Background: an optimization exercise with open tools, aiming at small area. Do not read the settings as production practice. Only simulation tests tie the RTL to the original design; equivalence was not proved. Power and IR drop assume default switching activity.

==> inputs of garnet <==
Design qos_core, start of the top module:
module qos_core (
    input         clk,
    input         rst_n,
    input         valid1,
    input  [7:0]  ts_data1,
    input         valid2,
    input  [7:0]  ts_data2,
    input         valid3,
    input  [7:0]  ts_data3,
    input         valid4,
    input  [7:0]  ts_data4,
    input         mm_write_en,
    input         mm_read_en,
    input  [7:0]  mm_addr,
    input  [31:0] mm_wdata,
    output [31:0] mm_rdata,
    output        valid_out,
    output        syn_out,
    output [7:0]  ts_data_out
);
    wire [3:0]  v, s;
    wire [31:0] b, cnt, r2;
    wire [1:0]  mux_control;
    wire        en_reset_counter;
    qos_chan ch1 (.clk(clk), .rst_n(rst_n), .vin(valid1), .din(ts_data1), .en(en_reset_counter),
                  .v(v[0]), .sync(s[0]), .b(b[7:0]),   .cnt(cnt[7:0]),   .r2(r2[7:0]));
    qos_chan ch2 (.clk(clk), .rst_n(rst_n), .vin(valid2), .din(ts_data2), .en(en_reset_counter),
                  .v(v[1]), .sync(s[1]), .b(b[15:8]),  .cnt(cnt[15:8]),  .r2(r2[15:8]));
    qos_chan ch3 (.clk(clk), .rst_n(rst_n), .vin(valid3), .din(ts_data3), .en(en_reset_counter),
                  .v(v[2]), .sync(s[2]), .b(b[23:16]), .cnt(cnt[23:16]), .r2(r2[23:16]));
    qos_chan ch4 (.clk(clk), .rst_n(rst_n), .vin(valid4), .din(ts_data4), .en(en_reset_counter),
  ...
Settings: LEC_CHECK=0, CAP_MARGIN=20, CORE_MARGIN=2, CORE_UTILIZATION=60, CTS_BUF_LIST=sky130_fd_sc_hd__clkbuf_8, CTS_CLUSTER_DIAMETER=60, CTS_CLUSTER_SIZE=18, SLEW_MARGIN=20; clock period 8.0 ns.
standard.sh (not shown) runs the stock make flow with config.mk's settings and CLKGATE_MAP_FILE= SYNTH_SCRIPT=/design/flow/synth_recipe.tcl, a recipe that flattens the netlist after the stock synthesis.
==> flow/flow/run.sh <==
#!/bin/bash
# Standard ORFS layout (the standard.sh, its synthesis unchanged) with:
#  - port buffers made from the smallest buffer, sky130_fd_sc_hd__buf_1;
#  - the combinational cells that synthesis upsized put back to their
#    smallest drive strength (downsize.sed; same function and pins,
#    flip-flops untouched) before floorplanning. Later repair steps size
#    them up again where timing, slew or capacitance needs it.
set -eo pipefail
cd "$(dirname "$0")/.."
export BUFFER_PORTS_ARGS="-buffer_cell sky130_fd_sc_hd__buf_1"
CTS_SIZE=$(sed -n 's/^export CTS_CLUSTER_SIZE *= *//p' config.mk)
CTS_DIAM=$(sed -n 's/^export CTS_CLUSTER_DIAMETER *= *//p' config.mk)
CTS_BUFS=$(sed -n 's/^export CTS_BUF_LIST *= *//p' config.mk)
export CTS_ARGS="-sink_clustering_enable -repair_clock_nets -dont_use_dummy_load -sink_clustering_size ${CTS_SIZE:-12} -sink_clustering_max_diameter ${CTS_DIAM:-60} -buf_list {${CTS_BUFS:-sky130_fd_sc_hd__clkbuf_8}}"
echo "CTS_ARGS=$CTS_ARGS" > run_settings.log

bash standard.sh synth > synth.log 2>&1
R=orfs/results/sky130hd/qos_core/base
cp $R/1_2_yosys.v yosys_before_downsize.v.log
sed -i -f flow/downsize.sed $R/1_2_yosys.v
diff yosys_before_downsize.v.log $R/1_2_yosys.v > downsize_diff.log || true
rm -f $R/1_synth.odb $R/1_synth.sdc
bash standard.sh > standard.log 2>&1
Other scripts of this flow, unchanged in this note and not shown: flow/flow/downsize.sed
==> onyx (differences from garnet) <==
==> flow/flow/run.sh (replaced) <==
#!/bin/bash
# Standard ORFS layout (the standard.sh) with:
#  - the standard synthesis (standard.sh synth), then its combinational
#    logic re-mapped by ABC with an area-oriented script (remap.ys); the
#    flip-flops are kept as blackboxes, so their names and cell types stay
#    those of the standard synthesis;
#  - the combinational cells put back to their smallest drive strength
#    (downsize.sed; same function and pins) before floorplanning; later
#    repair steps size them up where timing, slew or capacitance needs it;
#  - port buffers made from the smallest buffer, sky130_fd_sc_hd__buf_1;
set -eo pipefail
cd "$(dirname "$0")/.."
WORK=$(pwd)
export BUFFER_PORTS_ARGS="-buffer_cell sky130_fd_sc_hd__buf_1"
CTS_SIZE=$(sed -n 's/^export CTS_CLUSTER_SIZE *= *//p' config.mk)
CTS_DIAM=$(sed -n 's/^export CTS_CLUSTER_DIAMETER *= *//p' config.mk)
CTS_BUFS=$(sed -n 's/^export CTS_BUF_LIST *= *//p' config.mk)
export CTS_ARGS="-sink_clustering_enable -repair_clock_nets -dont_use_dummy_load -sink_clustering_size ${CTS_SIZE:-12} -sink_clustering_max_diameter ${CTS_DIAM:-60} -buf_list {${CTS_BUFS:-sky130_fd_sc_hd__clkbuf_8}}"
echo "CTS_ARGS=$CTS_ARGS" > run_settings.log

bash standard.sh synth > synth.log 2>&1
R=orfs/results/sky130hd/qos_core/base

YOSYS=$(command -v yosys || echo /OpenROAD-flow-scripts/tools/install/yosys/bin/yosys)
mkdir -p remap
cp $R/1_2_yosys.v remap/in.v
ln -sf ${FLOW_HOME:-/OpenROAD-flow-scripts/flow}/platforms/sky130hd/lib/sky130_fd_sc_hd__tt_025C_1v80.lib remap/lib.lib
cp flow/remap.ys remap/
(cd remap && "$YOSYS" -l remap.log -s remap.ys > /dev/null 2>&1)
(cd remap && "$YOSYS" -l check.log -p "read_liberty -lib lib.lib; read_verilog out.v; hierarchy -top qos_core; check -assert -mapped" > /dev/null 2>&1)
rm -f remap/lib.lib
sed -f flow/downsize.sed remap/out.v > $R/1_2_yosys.v
rm -f $R/1_synth.odb $R/1_synth.sdc
bash standard.sh > standard.log 2>&1
==> flow/flow/remap.ys (new file) <==
# Re-map the combinational logic of the standard synthesis netlist for area.
# Flip-flops stay as they are (blackboxes), with their names and cell types.
read_liberty -ignore_miss_func lib.lib
blackbox sky130_fd_sc_hd__df* sky130_fd_sc_hd__edf* sky130_fd_sc_hd__sdf* sky130_fd_sc_hd__sedf* sky130_fd_sc_hd__dl*
read_verilog in.v
hierarchy -top qos_core
flatten
opt -purge
abc -liberty lib.lib -dont_use sky130_fd_sc_hd__lpflow* -dont_use sky130_fd_sc_hd__probe* -script +strash;dch,-f;map,-a,-B,0;topo;strash;dch,-f;map,-a;
opt_clean -purge
hilomap -singleton -hicell sky130_fd_sc_hd__conb_1 HI -locell sky130_fd_sc_hd__conb_1 LO
splitnets
opt_clean -purge
insbuf -buf sky130_fd_sc_hd__buf_4 A X
stat -liberty lib.lib
write_verilog -noattr -nohex -nodec out.v
==> harbor (differences from garnet) <==
==> flow/flow/run.sh (replaced) <==
#!/bin/bash
# Standard ORFS layout (the standard.sh) with:
#  - the standard synthesis (standard.sh synth), then its combinational
#    logic re-mapped by ABC with an area-oriented script (remap.ys); the
#    flip-flops are kept as blackboxes, so their names and cell types stay
#    those of the standard synthesis;
#  - the combinational cells put back to their smallest drive strength
#    (downsize.sed; same function and pins) before floorplanning; later
#    repair steps size them up where timing, slew or capacitance needs it;
#  - port buffers made from the smallest buffer, sky130_fd_sc_hd__buf_1;
set -eo pipefail
cd "$(dirname "$0")/.."
WORK=$(pwd)
export BUFFER_PORTS_ARGS="-buffer_cell sky130_fd_sc_hd__buf_1"
CTS_SIZE=$(sed -n 's/^export CTS_CLUSTER_SIZE *= *//p' config.mk)
CTS_DIAM=$(sed -n 's/^export CTS_CLUSTER_DIAMETER *= *//p' config.mk)
CTS_BUFS=$(sed -n 's/^export CTS_BUF_LIST *= *//p' config.mk)
export CTS_ARGS="-sink_clustering_enable -repair_clock_nets -dont_use_dummy_load -sink_clustering_size ${CTS_SIZE:-12} -sink_clustering_max_diameter ${CTS_DIAM:-60} -buf_list {${CTS_BUFS:-sky130_fd_sc_hd__clkbuf_8}}"
echo "CTS_ARGS=$CTS_ARGS" > run_settings.log

bash standard.sh synth > synth.log 2>&1
R=orfs/results/sky130hd/qos_core/base

YOSYS=$(command -v yosys || echo /OpenROAD-flow-scripts/tools/install/yosys/bin/yosys)
mkdir -p remap
cp $R/1_2_yosys.v remap/in.v
ln -sf ${FLOW_HOME:-/OpenROAD-flow-scripts/flow}/platforms/sky130hd/lib/sky130_fd_sc_hd__tt_025C_1v80.lib remap/lib.lib
cp flow/remap.ys remap/
(cd remap && "$YOSYS" -l remap.log -s remap.ys > /dev/null 2>&1)
(cd remap && "$YOSYS" -l check.log -p "read_liberty -lib lib.lib; read_verilog out.v; hierarchy -top qos_core; check -assert -mapped" > /dev/null 2>&1)
rm -f remap/lib.lib
sed -f flow/downsize.sed remap/out.v > $R/1_2_yosys.v
rm -f $R/1_synth.odb $R/1_synth.sdc
bash standard.sh > standard.log 2>&1
==> flow/flow/remap.ys (new file) <==
# Re-map the combinational logic of the standard synthesis netlist for area.
# Flip-flops stay as they are (blackboxes), with their names and cell types.
read_liberty -ignore_miss_func lib.lib
blackbox sky130_fd_sc_hd__df* sky130_fd_sc_hd__edf* sky130_fd_sc_hd__sdf* sky130_fd_sc_hd__sedf* sky130_fd_sc_hd__dl*
read_verilog in.v
hierarchy -top qos_core
flatten
opt -purge
abc -liberty lib.lib -dont_use sky130_fd_sc_hd__lpflow* -dont_use sky130_fd_sc_hd__probe* -script +strash;ifraig;dc2;dch,-f;map,-a,-B,0;topo;strash;ifraig;dc2;dch,-f;map,-a,-B,0;topo;strash;dc2;dch,-f;map,-a;
opt_clean -purge
hilomap -singleton -hicell sky130_fd_sc_hd__conb_1 HI -locell sky130_fd_sc_hd__conb_1 LO
splitnets
opt_clean -purge
insbuf -buf sky130_fd_sc_hd__buf_4 A X
stat -liberty lib.lib
write_verilog -noattr -nohex -nodec out.v
==> notes.md <==
number of fill cells=1,758; invs w/o clock=280; dpl cell area=13,300 um^2; status=complete, no violations; Met1 Wirelength=13.7 mm; Worst Hold Launch=main_control_inst.mux_control[1]; Clk pwr share=27.2%
-- figures above: harbor

==> notes.md <==
Met1 Wirelength=13.7 mm; Worst Hold Launch=ch3.b[5]; status=complete, no violations; invs w/o clock=259; dpl cell area=13,500 um^2
-- figures above: onyx

==> notes.md <==
status=complete, no violations; dpl cell area=14,000 um^2; Clk pwr share=25.7%; number of fill cells=1,783; Met1 Wirelength=14.2 mm
-- figures above: garnet

what the ideal ports hide:
How much do the figures lean on ideal ports? The routed layouts below were timed once more, with nothing changed but the port constraints. Step 1 assumes that a clkbuf_16 drives the clock port and a buf_2 every other input. Step 2 adds t to the input delays and takes it off the output delays; t is the mean of the earliest and latest rising clock arrival at the registers after step 1. Input paths then give back, and output paths get back, about the clock's delay inside the block. a / b / c = ideal / step 1 / step 2; a / b = the first two.
run | shift t [ns] | slack for setup (ns) | hold slack, ns | worst data-port slew with drivers (ns)
garnet | 0.582 | 2.997 / 2.997 / 2.997 | 0.459 / 0.459 / 0.459 | 0.07
onyx | 0.579 | 1.747 / 1.747 / 1.747 | 0.481 / 0.481 / 0.481 | 0.04
harbor | 0.568 | 1.287 / 1.287 / 1.287 | 0.416 / 0.416 / 0.416 | 0.04
After both steps every run listed still meets setup and hold.
